Context: an optimization exercise on an open-source flow, tuned for small area, a short achievable clock period and few clock cycles per item. The choices shown serve that exercise and are no tape-out recipe. RTL that was checked went through simulation tests only; none was proved equivalent to the original. Power and IR drop assume default switching activity.

Design cordic, start of the top module:
module cordic #(
    parameter int Width = 16
) (
    input  logic             clk_i,
    input  logic             rst_i,
    input  logic             start_cordic_i,
    input  logic [Width-1:0] x0_i,
    input  logic [Width-1:0] y0_i,
    input  logic [Width-1:0] z0_i,
    output logic [Width-1:0] xn_o,
    output logic [Width-1:0] yn_o,
    output logic [Width-1:0] zn_o,
    output logic             done_tick_cordic_o
);
Size: roughly 1,200 cells after synthesis, roughly 58 flip-flops, roughly 100 I/O pins, ~6400 um2 of cells after synthesis.
clock: 5.5 ns
lec_check: 0
abc_area: 1
cap_margin: 20
core_margin: 2
core_utilization: 70
setup_slack_margin: 2.6
slew_margin: 20
standard.sh (not shown) runs the stock make flow with config.mk's settings and CLKGATE_MAP_FILE= SYNTH_SCRIPT=/design/flow/synth_recipe.tcl, a recipe that flattens the netlist after the stock synthesis.
==> flow/flow/run.sh <==
#!/bin/bash
# The standard layout (the standard.sh), with two changes:
#  - synthesis maps additions to ordinary logic cells (ADDER_MAP_FILE empty,
#    so Yosys does not extract full/half-adder cells); registers are unchanged;
#  - the port buffers that placement inserts are the smallest buffer cell,
#    sky130_fd_sc_hd__buf_1, instead of the one OpenROAD picks by default.
#    Every input and output port still gets its buffer.
# Full output in standard.log.
set -euo pipefail
export ADDER_MAP_FILE=
export BUFFER_PORTS_ARGS="-buffer_cell sky130_fd_sc_hd__buf_1"
bash standard.sh > standard.log 2>&1
Testbench counts at the start, summed over its fixed seeds: cycles 8,200, items 512.
Edit:
Settings changed: CORE_UTILIZATION 70 to 60, SETUP_SLACK_MARGIN 2.6 to 2.4.
The new run ran to the end with no violations. Worst hold slack is about the same. Clock power shrinks by 9.6%. Synthesized cell count is unchanged. Cell area shrinks by 2.0%. Utilization shrinks by 14 points. Wire length shrinks by 4.4%. Global-route usage shrinks by 3.9 points.
Edit:
Settings changed: SETUP_SLACK_MARGIN 2.4 to 2.5.
What happened:
- The new run finished with timing, DRC and antenna clean
- sequential cell count stays the same
- final cell count is unchanged
- power hardly moves
- cell area stays flat
- die area stays the same
- worst hold slack hardly moves
- sequential share of layout area hardly moves


cordic, a different RTL version from the one above (not shown whole).
Size in the first run: ~780 cells after synthesis, roughly 6200 µm² of cells after synthesis.
Settings: LEC_CHECK=0, CAP_MARGIN=20, CORE_MARGIN=2, CORE_UTILIZATION=40, SLEW_MARGIN=20; clock period 5.5 ns.
run.sh (not shown) runs the stock make flow with config.mk's settings and CLKGATE_MAP_FILE= SYNTH_SCRIPT=/design/flow/synth_recipe.tcl, a recipe that flattens the netlist after the stock synthesis.
Stock flow here: none of the scripts above is used.
Next try:
- ABC_CLOCK_PERIOD_IN_PS: unset -> 2000
Effect:
- non-clock buffer count does not change
- maximum frequency stays the same
- core utilization stays the same
- sequential power stays flat
- flip-flop and latch count is unchanged
- first-iteration DRC count is unchanged
- design area stays the same
- final cell count is unchanged
- routed wire length stays the same
Next try:
- ABC_CLOCK_PERIOD_IN_PS: 2000 -> 3000
Effect: Hold slack does not change; wire length does not change; total power is unchanged; worst setup slack stays the same.
No functional check of the RTL was part of any run of this note.


cordic, a different RTL version from the one above (not shown whole).
Size in the first run: about 1300 cells after synthesis, roughly 58 flip-flops, roughly 100 I/O pins, roughly 6600 um^2 of cells after synthesis.
export LEC_CHECK = 0
export ABC_AREA = 1
export CAP_MARGIN = 20
export CORE_MARGIN = 2
export CORE_UTILIZATION = 40
export SETUP_SLACK_MARGIN = 2.6
export SLEW_MARGIN = 20
create_clock -name core_clock -period 5.5 [get_ports {clk_i}]
standard.sh (not shown) runs the stock make flow with config.mk's settings and CLKGATE_MAP_FILE= SYNTH_SCRIPT=/design/flow/synth_recipe.tcl, a recipe that flattens the netlist after the stock synthesis.
==> flow/flow/run.sh <==
#!/bin/bash
# The standard layout (the standard.sh), with two changes:
#  - synthesis maps additions to ordinary logic cells (ADDER_MAP_FILE empty,
#    so Yosys does not extract full/half-adder cells); registers are unchanged;
#  - the port buffers that placement inserts are the smallest buffer cell,
#    sky130_fd_sc_hd__buf_1, instead of the one OpenROAD picks by default.
#    Every input and output port still gets its buffer.
# Full output in standard.log.
set -euo pipefail
export ADDER_MAP_FILE=
export RECOVER_POWER=50
export BUFFER_PORTS_ARGS="-buffer_cell sky130_fd_sc_hd__buf_1"
bash standard.sh > standard.log 2>&1
Testbench counts at the start, summed over its fixed seeds: cycles 8,200, items 512.
Edit:
--- a/flow/flow/run.sh
+++ b/flow/flow/run.sh
@@ -9,5 +9,4 @@
 set -euo pipefail
 export ADDER_MAP_FILE=
-export RECOVER_POWER=50
 export BUFFER_PORTS_ARGS="-buffer_cell sky130_fd_sc_hd__buf_1"
 bash standard.sh > standard.log 2>&1
- ABC_AREA: 1 -> not set
Setup slack gets worse by 1.3 ns.
Register-to-register slack gets worse by 1.3 ns.
Via count goes up by 2.3%.
Total power goes up by about 30%.
Routed wire length goes up by 21%.
Clock-buffer cell count goes up by 1.
Final area goes up by about 20%.
Combinational power goes up by about 27%.
Clock power goes up by about 15%.
Edit:
- ABC_AREA: not set -> 1
- CORE_UTILIZATION: 40 -> 60
- The changed run passed the timing, design-rule and antenna checks
- synthesized cell count is higher by well over a third
- cell count is higher by about a fifth
- synthesized area is lower by a few percent
- fmax is higher by well over a third
- global-route usage is higher by 7.3 points
- setup slack gains 1.3 ns
- utilization is higher by 13 points
- cell area is lower by about a fifth


Starting RTL as in the previous note.
export LEC_CHECK = 0
export ABC_AREA = 1
export CAP_MARGIN = 20
export CORE_MARGIN = 2
export CORE_UTILIZATION = 40
export SETUP_SLACK_MARGIN = 2.4
export SLEW_MARGIN = 20
create_clock -name core_clock -period 5.5 [get_ports {clk_i}]
==> flow/flow/run.sh <==
#!/bin/bash
# The standard layout (the standard.sh), with two changes:
#  - synthesis maps additions to ordinary logic cells (ADDER_MAP_FILE empty,
#    so Yosys does not extract full/half-adder cells); registers are unchanged;
#  - the port buffers that placement inserts are the smallest buffer cell,
#    sky130_fd_sc_hd__buf_1, instead of the one OpenROAD picks by default.
#    Every input and output port still gets its buffer.
# Full output in standard.log.
set -euo pipefail
export ADDER_MAP_FILE=
export BUFFER_PORTS_ARGS="-buffer_cell sky130_fd_sc_hd__buf_1"
bash standard.sh > standard.log 2>&1
The baseline finished clean.
Testbench counts at the start, summed over its fixed seeds: cycles 8,200, items 512.
Then changed:
CORE_UTILIZATION = 60   (was 40)
PLACE_DENSITY = 0.8   (was default)
SETUP_SLACK_MARGIN = 2.6   (was 2.4)
Final area came out lower by 1.0%.
Fmax increases by 5.7%.
Synthesized area stays the same.
Final cell count fell by 4.6%.
First-iteration DRC count climbs by 8.5%.
Total power went down by 1.3%.
Worst hold slack improves by 0.026 ns.
Worst setup slack gets better by 0.15 ns.
Then changed:
CORE_UTILIZATION = 40   (was 60)
PLACE_DENSITY = default   (was 0.8)
SETUP_SLACK_MARGIN = 2.9   (was 2.6)
Result:
- The changed run completed with no timing, DRC or antenna violations
- worst hold slack degrades by 0.024 ns
- maximum frequency went up by 2.3%
- critical path depth went up by 3
- global-route usage went down by 8.9 points
- count of clock-buffer cells in the layout went up by 1
- setup slack improves by 0.060 ns
- routed wire length went up by about 18%
- design area went up by about 14%
- flip-flop and latch count is unchanged
- non-clock buffer count went up by 34
- synthesized cell count is unchanged
Then changed:
==> flow/flow/run.sh (replaced) <==
#!/bin/bash
# The standard layout (the standard.sh, standard synthesis included), with
# one change: the port buffers that placement inserts are the smallest buffer
# cell, sky130_fd_sc_hd__buf_1, instead of the one OpenROAD picks by default.
# Every input and output port still gets its buffer. Full output in standard.log.
set -euo pipefail
export BUFFER_PORTS_ARGS="-buffer_cell sky130_fd_sc_hd__buf_1"
bash standard.sh > standard.log 2>&1
CORE_UTILIZATION = 60   (was 40)
SETUP_SLACK_MARGIN = 2.2   (was 2.9)
Die area is lower by 42%.
Register-to-register slack loses 0.71 ns.
Via count is lower by 21%.
Routed wire length is lower by about 19%.
Cell count is lower by 32%.
Worst setup slack loses 0.71 ns.
Count of clock-buffer cells in the layout is higher by 1.
Power is lower by about 7%.
Core utilization is higher by 26 points.
Global-route usage is higher by 9.5 points.
Combinational power is lower by about 8%.

port drivers added, routing unchanged:
No port has a modelled driver above. Below, the same layouts with a new extraction and two added sets of constraints. Step 1 (the two cells are an assumption about what drives the block):
set clk [get_ports {clk_i}]
set_driving_cell -lib_cell sky130_fd_sc_hd__clkbuf_16 $clk
set_driving_cell -lib_cell sky130_fd_sc_hd__buf_2 [delete_from_list [all_inputs] $clk]
Step 2 moves the port delays by t, midway between the first and last clock arrival at a register: inputs arrive t later, outputs are due t later. That takes back most of the time a late clock gives input paths. a / b / c = ideal / step 1 / step 2; a / b = the first two.
| run | t, ns | setup slack, ns | worst slew at a driven data input, ns |
|---|---|---|---|
| the first run of note 1 | 0.385 | 2.827 / 2.827 / 2.592 | 0.04 |
| the second run of note 1 | 0.399 | 2.722 / 2.722 / 2.668 | 0.03 |
| the third run of note 1 | 0.400 | 2.790 / 2.790 / 2.668 | 0.03 |
| the first run of note 2 | 0.354 | 0.877 / 0.877 / 0.838 | 0.03 |
| the second run of note 2 | 0.354 | 0.877 / 0.877 / 0.838 | 0.03 |
| the third run of note 2 | 0.354 | 0.877 / 0.877 / 0.838 | 0.03 |
| the first run of note 3 | 0.390 | 2.846 / 2.846 / 2.685 | 0.03 |
| the second run of note 3 | 0.397 | 1.498 / 1.498 / 1.498 | 0.03 |
| the third run of note 3 | 0.413 | 2.781 / 2.781 / 2.750 | 0.03 |
| the first run of note 4 | 0.388 | 2.680 / 2.680 / 2.680 | 0.03 |
| the second run of note 4 | 0.408 | 2.833 / 2.833 / 2.749 | 0.03 |
| the third run of note 4 | 0.389 | 2.893 / 2.893 / 2.893 | 0.03 |
| the fourth run of note 4 | 0.383 | 2.181 / 2.181 / 2.181 | 0.03 |
After both steps every run listed still meets setup and hold. For the first run of note 1, which loses most, drivers alone change the setup slack by 0.000 ns; drivers and shift together by -0.235 ns.
